Context: an optimization exercise on an open-source flow, tuned for small area and a short achievable clock period. The choices shown serve that exercise and are no tape-out recipe. Only simulation tests tie the RTL to the original design; equivalence was not proved. Power figures rest on the tool's default switching activity, not on a simulated workload.

Setup of alpha:
## tanh9slices
module tanh9slices (
    input wire clk,
    input wire rst_n,
    input wire signed [15:0] x0_in,
    input wire signed [15:0] x1_in,
    input wire valid_in,
    output wire signed [15:0] y0_out,
    output wire signed [15:0] y1_out,
    output reg valid_out
);
Size in the first run: roughly 130 flip-flops, about 0.0076 mm2 of cells after synthesis.
export LEC_CHECK = 0
export CAP_MARGIN = 20
export CORE_MARGIN = 2
export CORE_UTILIZATION = 40
export SLEW_MARGIN = 20
create_clock -name core_clock -period 8.0 [get_ports {clk}]
standard.sh (not shown) runs the stock make flow with config.mk's settings and CLKGATE_MAP_FILE= SYNTH_SCRIPT=/design/flow/synth_recipe.tcl, a recipe that flattens the netlist after the stock synthesis.
==> flow/flow/run.sh <==
#!/bin/bash
set -euo pipefail
mapfile -t KNOBS < <(grep -v '^\s*$' flow/knobs.txt)
bash standard.sh "${KNOBS[@]}" finish > flow_make.log 2>&1
==> flow/flow/knobs.txt <==
SETUP_SLACK_MARGIN=5.45
CTS_ARGS=-sink_clustering_enable -repair_clock_nets -root_buf sky130_fd_sc_hd__clkbuf_16 -buf_list sky130_fd_sc_hd__clkbuf_8 -dont_use_dummy_load
BUFFER_PORTS_ARGS=-buffer_cell sky130_fd_sc_hd__buf_1
MATCH_CELL_FOOTPRINT=0
alpha: no failed stages, no open violations at the end
What beta does differently from alpha at the input level:
==> flow/flow/knobs.txt <==
SETUP_SLACK_MARGIN=5.5
CTS_ARGS=-sink_clustering_enable -repair_clock_nets -root_buf sky130_fd_sc_hd__clkbuf_16 -buf_list sky130_fd_sc_hd__clkbuf_8 -dont_use_dummy_load
BUFFER_PORTS_ARGS=-buffer_cell sky130_fd_sc_hd__buf_1
MATCH_CELL_FOOTPRINT=0
==> comparison <==
beta finished all stages; the layout is clean. Changes observed in beta relative to alpha: routed wire length now larger, worst endpoint data arrival time went down, post-route standard cell area excluding fillers increased by 35 um2 relative to the old numbers, combinational power rose about 1%. Looking at start point of the critical path, the lane1.s3_y[0] result is from alpha; the lane1.s3_s one comes from beta.

---

## maple
Another version of the RTL of tanh9slices (not shown whole).
Size: ~900 cells after synthesis, roughly 140 flip-flops, roughly 68 I/O pins, roughly 8300 µm² of cells after synthesis.
export LEC_CHECK = 0
export CAP_MARGIN = 20
export CORE_MARGIN = 2
export CORE_UTILIZATION = 40
export SLEW_MARGIN = 20
create_clock -name core_clock -period 8.0 [get_ports {clk}]
==> flow/flow/knobs.txt <==
SETUP_SLACK_MARGIN=5.4
CTS_BUF_LIST=sky130_fd_sc_hd__clkbuf_8
BUFFER_PORTS_ARGS=-buffer_cell sky130_fd_sc_hd__buf_2
Scripts as last shown in full above: flow/flow/run.sh
The following lists how juniper was set up differently from maple:
==> flow/flow/knobs.txt <==
SETUP_SLACK_MARGIN=5.45
CTS_BUF_LIST=sky130_fd_sc_hd__clkbuf_8
BUFFER_PORTS_ARGS=-buffer_cell sky130_fd_sc_hd__buf_2
[summary]
- Row clock group share of total power: juniper higher / maple lower
- Logic depth of the worst path, buffers included essentially unchanged between maple and juniper.
- The fraction of the cycle the final worst path needs on juniper is in line with that on maple.
- From maple to juniper the numbers moved as follows: portion of total power attributed to combinational logic went down by 0.8 points; maximum frequency was more or less identical.
Changes in tundra relative to juniper:
==> flow/flow/knobs.txt <==
SETUP_SLACK_MARGIN=5.45
CTS_ARGS=-sink_clustering_enable -repair_clock_nets -buf_list sky130_fd_sc_hd__clkbuf_8 -dont_use_dummy_load
BUFFER_PORTS_ARGS=-buffer_cell sky130_fd_sc_hd__buf_1
## What came out
Diff juniper -> tundra | final instance area | down by a few percent. tundra ends up with a number of instances resized during post-cts repair that is 20 higher than in juniper. Number of standard cells after synthesis came out exactly the same in juniper and tundra. Lower setup slack among juniper and tundra: tundra. Comparing tundra against juniper, there is no change at all in die area. Looking at sequential share of layout area, tundra sits above juniper. tundra against juniper: clock-pin slew on the worst setup and hold paths shows no meaningful change, share of the clock period used by the worst path after layout ~0 delta. juniper and tundra ended up with nearly the same global-route usage. juniper and tundra ended up with roughly the same routed wire length.
Input changes introduced in ember (baseline for comparison: tundra):
==> flow/flow/knobs.txt <==
SETUP_SLACK_MARGIN=5.6
CTS_BUF_LIST=sky130_fd_sc_hd__clkbuf_8
BUFFER_PORTS_ARGS=-buffer_cell sky130_fd_sc_hd__buf_2
## What came out
- Relative to tundra, proportion of power drawn by combinational gates has decreased by 1.6 points in ember.
- Wire length of the first global-routing pass improves in ember relative to tundra.
- Taking tundra as the reference, in ember detailed placement HPWL shrank by 130 µm; final setup slack of the worst path rose by 7.4 ps.

---

Setup of job 4078:
Another version of the RTL of tanh9slices (not shown whole).
For scale: ~130 flip-flops, roughly 7700 um^2 of cells after synthesis.
clock: 8.0 ns
lec_check: 0
cap_margin: 20
core_margin: 2
core_utilization: 40
slew_margin: 20
==> flow/flow/run.sh <==
#!/bin/bash
set -euo pipefail
mapfile -t KNOBS < <(grep -v '^\s*$' flow/knobs.txt)
bash standard.sh "${KNOBS[@]}" "PRE_GLOBAL_PLACE_TCL=$PWD/flow/ports.tcl" finish > flow_make.log 2>&1
==> flow/flow/knobs.txt <==
SETUP_SLACK_MARGIN=5.4
CTS_ARGS=-sink_clustering_enable -repair_clock_nets -buf_list sky130_fd_sc_hd__clkbuf_8 -dont_use_dummy_load
BUFFER_PORTS_ARGS=-inputs -buffer_cell sky130_fd_sc_hd__buf_1
==> flow/flow/ports.tcl <==
# Buffer the output ports (ORFS's buffer_ports call then buffers the inputs).
buffer_ports -outputs -buffer_cell sky130_fd_sc_hd__buf_4
Per the final summary, job 4078 finished and its layout is clean on timing, DRC and antenna.
Relative to job 4078, the following input files were edited for job 8949:
==> flow/flow/knobs.txt <==
SETUP_SLACK_MARGIN=5.4
CTS_ARGS=-sink_clustering_enable -repair_clock_nets -root_buf sky130_fd_sc_hd__clkbuf_16 -buf_list sky130_fd_sc_hd__clkbuf_4 -dont_use_dummy_load
BUFFER_PORTS_ARGS=-inputs -buffer_cell sky130_fd_sc_hd__buf_1
==> flow/flow/ports.tcl <==
# Buffer the output ports (ORFS's buffer_ports call then buffers the inputs).
buffer_ports -outputs -buffer_cell sky130_fd_sc_hd__buf_2
--- outcome ---
Changes observed in job 8949 relative to job 4078: net switching component of the power lower, fmax went down 2.1%, post-synthesis cell count neither gained nor lost much.
Relative to job 8949, the following input files were edited for job 7259:
==> flow/flow/run.sh <==
#!/bin/bash
set -euo pipefail
mapfile -t KNOBS < <(grep -v '^\s*$' flow/knobs.txt)
bash standard.sh "${KNOBS[@]}" finish > flow_make.log 2>&1
==> flow/flow/knobs.txt <==
SETUP_SLACK_MARGIN=5.4
CTS_ARGS=-sink_clustering_enable -repair_clock_nets -buf_list sky130_fd_sc_hd__clkbuf_8 -dont_use_dummy_load
BUFFER_PORTS_ARGS=-buffer_cell sky130_fd_sc_hd__buf_2
removed: flow/flow/ports.tcl
Notes after the runs:
Job 7259 was carried through to the last stage, and its layout satisfied the timing, DRC and antenna checks. There was hardly any difference in sequential cell area in the final layout between job 7259 and job 8949. Comparing maximum single-stage delay on the critical path for job 8949 and job 7259, the smaller number came from job 7259. Measured against each other, job 8949 and job 7259 differ in first-pass GRT wire length, the higher figure coming from job 8949.
Setup changes, job 7259 to job 4863
==> flow/flow/knobs.txt <==
SETUP_SLACK_MARGIN=5.4
CTS_ARGS=-sink_clustering_enable -repair_clock_nets -buf_list sky130_fd_sc_hd__clkbuf_8 -dont_use_dummy_load
BUFFER_PORTS_ARGS=-buffer_cell sky130_fd_sc_hd__buf_1
==> summary.txt <==
Relative to job 7259, all-layer global routing usage increased by 0.23 points in job 4863. Across both runs, layout cell share with drive strength beyond 1 was lower for job 4863 than for job 7259. Global-route met1 utilization is higher on job 4863.
Changes in job 7466 relative to job 4863:
==> flow/flow/run.sh <==
#!/bin/bash
set -euo pipefail
mapfile -t KNOBS < <(grep -v '^\s*$' flow/knobs.txt)
bash standard.sh "${KNOBS[@]}" "PRE_GLOBAL_PLACE_TCL=$PWD/flow/ports.tcl" finish > flow_make.log 2>&1
==> flow/flow/knobs.txt <==
SETUP_SLACK_MARGIN=5.4
CTS_ARGS=-sink_clustering_enable -repair_clock_nets -root_buf sky130_fd_sc_hd__clkbuf_16 -buf_list sky130_fd_sc_hd__clkbuf_8 -dont_use_dummy_load
BUFFER_PORTS_ARGS=-inputs -buffer_cell sky130_fd_sc_hd__buf_1
==> flow/flow/ports.tcl (new file) <==
# Buffer the output ports (ORFS's buffer_ports call then buffers the inputs).
buffer_ports -outputs -buffer_cell sky130_fd_sc_hd__buf_2
==> comparison <==
Looking at launch point of the critical path, the lane1.s1_u[5]$_DFF_P_ result is from job 7466; the lane0.s3_s$_DFF_P_ one comes from job 4863.
Going from job 4863 to job 7466, number of standard cells in the layout, taps in and fillers out went down by about 3%; number of global-route vias before repair lower.
Job 7466 reports its capture point of the worst path as lane1.s2_b[11]$_DFF_P_ while job 4863 reports y0_out[14].
Going from job 4863 to job 7466, global-route wire length before repair did not really move, worst setup slack went up.
[job 7466] leakage dissipation fell about 1.5% relative to job 4863
[compare] base=job 4863 new=job 7466: total via count after detailed routing decreased about 1.5%, fraction of power spent switching nets decreased 0.29 points, met2 usage decreased 0.68 points.
Against job 4863, combinational logic power in job 7466 fell by more than 10%.
Job 7466 vs. job 4863: via-per-instance ratio went up by 1.5%.
| worst hold slack | job 7466 vs job 4863 | worse |
The inputs of job 6169 differ from those of job 7466 as listed below.
==> flow/flow/run.sh <==
#!/bin/bash
set -euo pipefail
mapfile -t KNOBS < <(grep -v '^\s*$' flow/knobs.txt)
bash standard.sh "${KNOBS[@]}" finish > flow_make.log 2>&1
==> flow/flow/knobs.txt <==
SETUP_SLACK_MARGIN=5.3
CTS_ARGS=-sink_clustering_enable -repair_clock_nets -buf_list sky130_fd_sc_hd__clkbuf_8 -dont_use_dummy_load
BUFFER_PORTS_ARGS=-buffer_cell sky130_fd_sc_hd__buf_1
removed: flow/flow/ports.tcl
Both conditions hold for job 6169: the flow ran to the end and the final layout passed the timing, DRC and antenna checks.
Job 6169 -> job 7466: tap cell count delta 0, exact match
Changes observed in job 6169 relative to job 7466: fraction of power consumed by combinational cells went up; final setup slack of the worst path went down; sequential cell area share went down; post-route total power went up.
Job 6169 vs job 7466: routed wire length down
In terms of register area, job 7466 and job 6169 differ only marginally.

---

Setup of v18:
tanh9slices with an RTL version that a note above also has.
For scale: about 830 cells after synthesis, about 130 flip-flops, roughly 68 I/O pins, ~7600 um2 of cells after synthesis.
clock: 8.0 ns
lec_check: 0
cap_margin: 20
core_margin: 2
core_utilization: 40
slew_margin: 20
==> flow/flow/run.sh <==
#!/bin/bash
set -euo pipefail
mapfile -t KNOBS < <(grep -v '^\s*$' flow/knobs.txt)
bash standard.sh "${KNOBS[@]}" finish > flow_make.log 2>&1
==> flow/flow/knobs.txt <==
SETUP_SLACK_MARGIN=5.4
CTS_ARGS=-sink_clustering_enable -repair_clock_nets -root_buf sky130_fd_sc_hd__clkbuf_16 -buf_list sky130_fd_sc_hd__clkbuf_8 -dont_use_dummy_load
BUFFER_PORTS_ARGS=-buffer_cell sky130_fd_sc_hd__buf_1
MATCH_CELL_FOOTPRINT=0
## Diff of input files: v5 against v18
==> flow/flow/knobs.txt <==
SETUP_SLACK_MARGIN=5.45
CTS_ARGS=-sink_clustering_enable -repair_clock_nets -buf_list sky130_fd_sc_hd__clkbuf_8 -dont_use_dummy_load
BUFFER_PORTS_ARGS=-buffer_cell sky130_fd_sc_hd__buf_1
MATCH_CELL_FOOTPRINT=0
Results
Final routed wirelength across all metal layers: v5 vs v18, no meaningful difference. Detailed-route vias per instance: v5 vs v18 — no meaningful difference. For the actual slew at the worst max-slew pin, v5 came in 74 ps lower than v18 did. Worst setup slack ends up lower on v5. Number of cells on the worst hold path came out exactly the same in v5 and v18.
### v5 -> v9
diff --git a/flow/flow/knobs.txt b/flow/flow/knobs.txt
--- a/flow/flow/knobs.txt
+++ b/flow/flow/knobs.txt
@@ -3,2 +3 @@
 BUFFER_PORTS_ARGS=-buffer_cell sky130_fd_sc_hd__buf_1
-MATCH_CELL_FOOTPRINT=0
Findings:
In terms of worst hold slack, v5 and v9 differ only marginally.
The highest ir drop seen on vdd was comparable across v9 and v5.
Against v5, detailed-route via count in v9 fell slightly.
The combinational cell fraction of total power on v5 is in line with that on v9.
Diff v5 -> v9: smallest setup slack after layout essentially unchanged, non-clock inverter instance count of the final layout essentially unchanged.
v9: no failed stages, no open violations at the end
Relative to v9, the following input files were edited for v37:
==> flow/flow/knobs.txt <==
SETUP_SLACK_MARGIN=5.55
CTS_ARGS=-sink_clustering_enable -repair_clock_nets -buf_list sky130_fd_sc_hd__clkbuf_8 -dont_use_dummy_load
BUFFER_PORTS_ARGS=-buffer_cell sky130_fd_sc_hd__buf_1
MATCH_CELL_FOOTPRINT=0
Notes after the runs:
Taking v9 as the reference, in v37 cell count now sits at about the same level; post-route clock period utilization now sits higher; placeable core region now sits at about the same level.
v37 vs v9 — relative contribution of combinational cells to total power rose 1.3 points.
Final weighted congestion in routability-driven placement in v37 is about 1.5% lower than in v9
In the reports for v37 and v9, the larger fraction of area in non-clock buffers belongs to v37.

---

zinc:
Another version of the RTL of tanh9slices (not shown whole).
For scale: roughly 140 flip-flops, roughly 68 I/O pins, ~9000 sq um of cells after synthesis.
// tanh9slices
module tanh9slices (
    input wire clk,
    input wire rst_n,
    input wire signed [15:0] x0_in,
    input wire signed [15:0] x1_in,
    input wire valid_in,
    output wire signed [15:0] y0_out,
    output wire signed [15:0] y1_out,
    output reg valid_out
);
==> flow/config.mk <==
export PLATFORM = sky130hd
export DESIGN_NAME = tanh9slices
export DESIGN_NICKNAME = tanh9slices
export VERILOG_FILES = /design/flow/design.v
export SDC_FILE = /design/flow/constraint.sdc
export NUM_CORES = 4
export LEC_CHECK = 0
export CAP_MARGIN = 20
export CORE_MARGIN = 2
export CORE_UTILIZATION = 40
export SLEW_MARGIN = 20
==> flow/constraint.sdc <==
create_clock -name core_clock -period 8.0 [get_ports {clk}]
set_input_delay 1.6000 -clock core_clock [delete_from_list [all_inputs] [get_ports {clk}]]
set_output_delay 1.6000 -clock core_clock [all_outputs]
set_load 0.01 [all_outputs]
==> flow/flow/knobs.txt <==
SETUP_SLACK_MARGIN=5.6
CTS_BUF_LIST=sky130_fd_sc_hd__clkbuf_8
BUFFER_PORTS_ARGS=-buffer_cell sky130_fd_sc_hd__buf_2
CORE_UTILIZATION=65
PLACE_DENSITY=0.75
Scripts as last shown in full above: flow/flow/run.sh
> inputs changed (zinc -> cedar)
==> flow/flow/knobs.txt <==
SETUP_SLACK_MARGIN=5.6
CTS_BUF_LIST=sky130_fd_sc_hd__clkbuf_8
CTS_CLUSTER_SIZE=20
BUFFER_PORTS_ARGS=-buffer_cell sky130_fd_sc_hd__buf_2
Results
- cedar against zinc: first-pass GRT wire length climbed 840 microns, utilization lost 28 points, final area increased about 0.6%, layout buffering overhead excluding clock cells saw a decrease, register-to-register slack barely changed.
- zinc → cedar: clock period minus final worst setup slack lost 0.027 ns, sequential cell area share lost 0.27 points.
- For fraction of final layout cells with drive strength greater than 1, cedar and zinc come out practically identical.
- [compare] base=zinc new=cedar: number of search-and-repair iterations in the first detailed-routing pass moved down; overall routing resource usage saw a decrease.
Inputs modified between cedar and nickel:
==> flow/flow/knobs.txt <==
SETUP_SLACK_MARGIN=5.6
CTS_BUF_LIST=sky130_fd_sc_hd__clkbuf_16
CTS_CLUSTER_SIZE=30
CTS_CLUSTER_DIAMETER=100
BUFFER_PORTS_ARGS=-buffer_cell sky130_fd_sc_hd__buf_2
Results
Reported for cedar and nickel, non-clock buffer instance count of the final layout turned out identical to the last digit. In nickel, final period utilization is lower than in cedar. Diff nickel..cedar | global-route usage | negligible. | synthesized cell count | nickel vs cedar | ≈ equal |. Adder-cell area share of the yosys netlist: cedar vs nickel identical. | power | nickel vs cedar | worse |.

static timing again, ports no longer ideal:
How much do the figures lean on ideal ports? The routed layouts below were timed once more, with nothing changed but the port constraints.
Step 1 sets driving cells, clkbuf_16 on the clock port and buf_2 on the other inputs (assumed; they add their load-dependent delay and slew).
Step 2, shift: input delay + t, output delay - t, t = (earliest + latest rising clock arrival at the registers) / 2. This alone moves slack from input paths to output paths.
Three values: ideal ports, drivers, drivers and shift; two values: the first two.
run | shift t [ns] | slack for setup (ns) | hold WS [ns] | clock arrival spread, ns | worst data-port slew with drivers (ns)
alpha | 0.394 | 5.514 / 5.474 / 5.199 | 0.336 / 0.336 / 0.336 | 0.030 / 0.030 | 0.04
beta | 0.399 | 5.527 / 5.485 / 5.201 | 0.319 / 0.319 / 0.319 | 0.027 / 0.027 | 0.03
maple | 0.477 | 5.472 / 5.434 / 5.067 | 0.357 / 0.357 / 0.357 | 0.014 / 0.015 | 0.03
juniper | 0.476 | 5.468 / 5.429 / 5.056 | 0.356 / 0.356 / 0.356 | 0.018 / 0.018 | 0.03
tundra | 0.479 | 5.457 / 5.417 / 5.084 | 0.359 / 0.359 / 0.359 | 0.029 / 0.029 | 0.03
ember | 0.486 | 5.464 / 5.426 / 5.117 | 0.354 / 0.354 / 0.354 | 0.015 / 0.015 | 0.06
job 4078 | 0.471 | 5.480 / 5.436 / 5.201 | 0.316 / 0.316 / 0.316 | 0.041 / 0.040 | 0.03
job 8949 | 0.393 | 5.425 / 5.425 / 5.197 | 0.309 / 0.309 / 0.309 | 0.051 / 0.052 | 0.03
job 7259 | 0.471 | 5.469 / 5.431 / 5.174 | 0.327 / 0.327 / 0.327 | 0.025 / 0.025 | 0.03
job 4863 | 0.477 | 5.449 / 5.409 / 5.192 | 0.335 / 0.335 / 0.335 | 0.032 / 0.032 | 0.03
job 7466 | 0.400 | 5.525 / 5.510 / 5.198 | 0.315 / 0.315 / 0.315 | 0.034 / 0.034 | 0.03
job 6169 | 0.474 | 5.394 / 5.351 / 5.181 | 0.331 / 0.331 / 0.331 | 0.029 / 0.029 | 0.03
v18 | 0.395 | 5.483 / 5.442 / 5.198 | 0.341 / 0.341 / 0.341 | 0.029 / 0.030 | 0.04
v5 | 0.460 | 5.469 / 5.431 / 5.198 | 0.335 / 0.335 / 0.335 | 0.029 / 0.030 | 0.04
v9 | 0.461 | 5.468 / 5.430 / 5.198 | 0.335 / 0.335 / 0.335 | 0.030 / 0.030 | 0.04
v37 | 0.470 | 5.452 / 5.415 / 5.175 | 0.329 / 0.329 / 0.329 | 0.025 / 0.025 | 0.03
zinc | 0.493 | 5.451 / 5.413 / 5.216 | 0.359 / 0.359 / 0.359 | 0.024 / 0.024 | 0.03
cedar | 0.472 | 5.478 / 5.438 / 5.272 | 0.334 / 0.334 / 0.334 | 0.018 / 0.018 | 0.04
nickel | 0.452 | 5.501 / 5.460 / 5.285 | 0.327 / 0.327 / 0.327 | 0.009 / 0.009 | 0.04
After both steps every run listed still meets setup and hold. For juniper, which loses most, drivers alone change the setup slack by -0.039 ns; drivers and shift together by -0.412 ns.
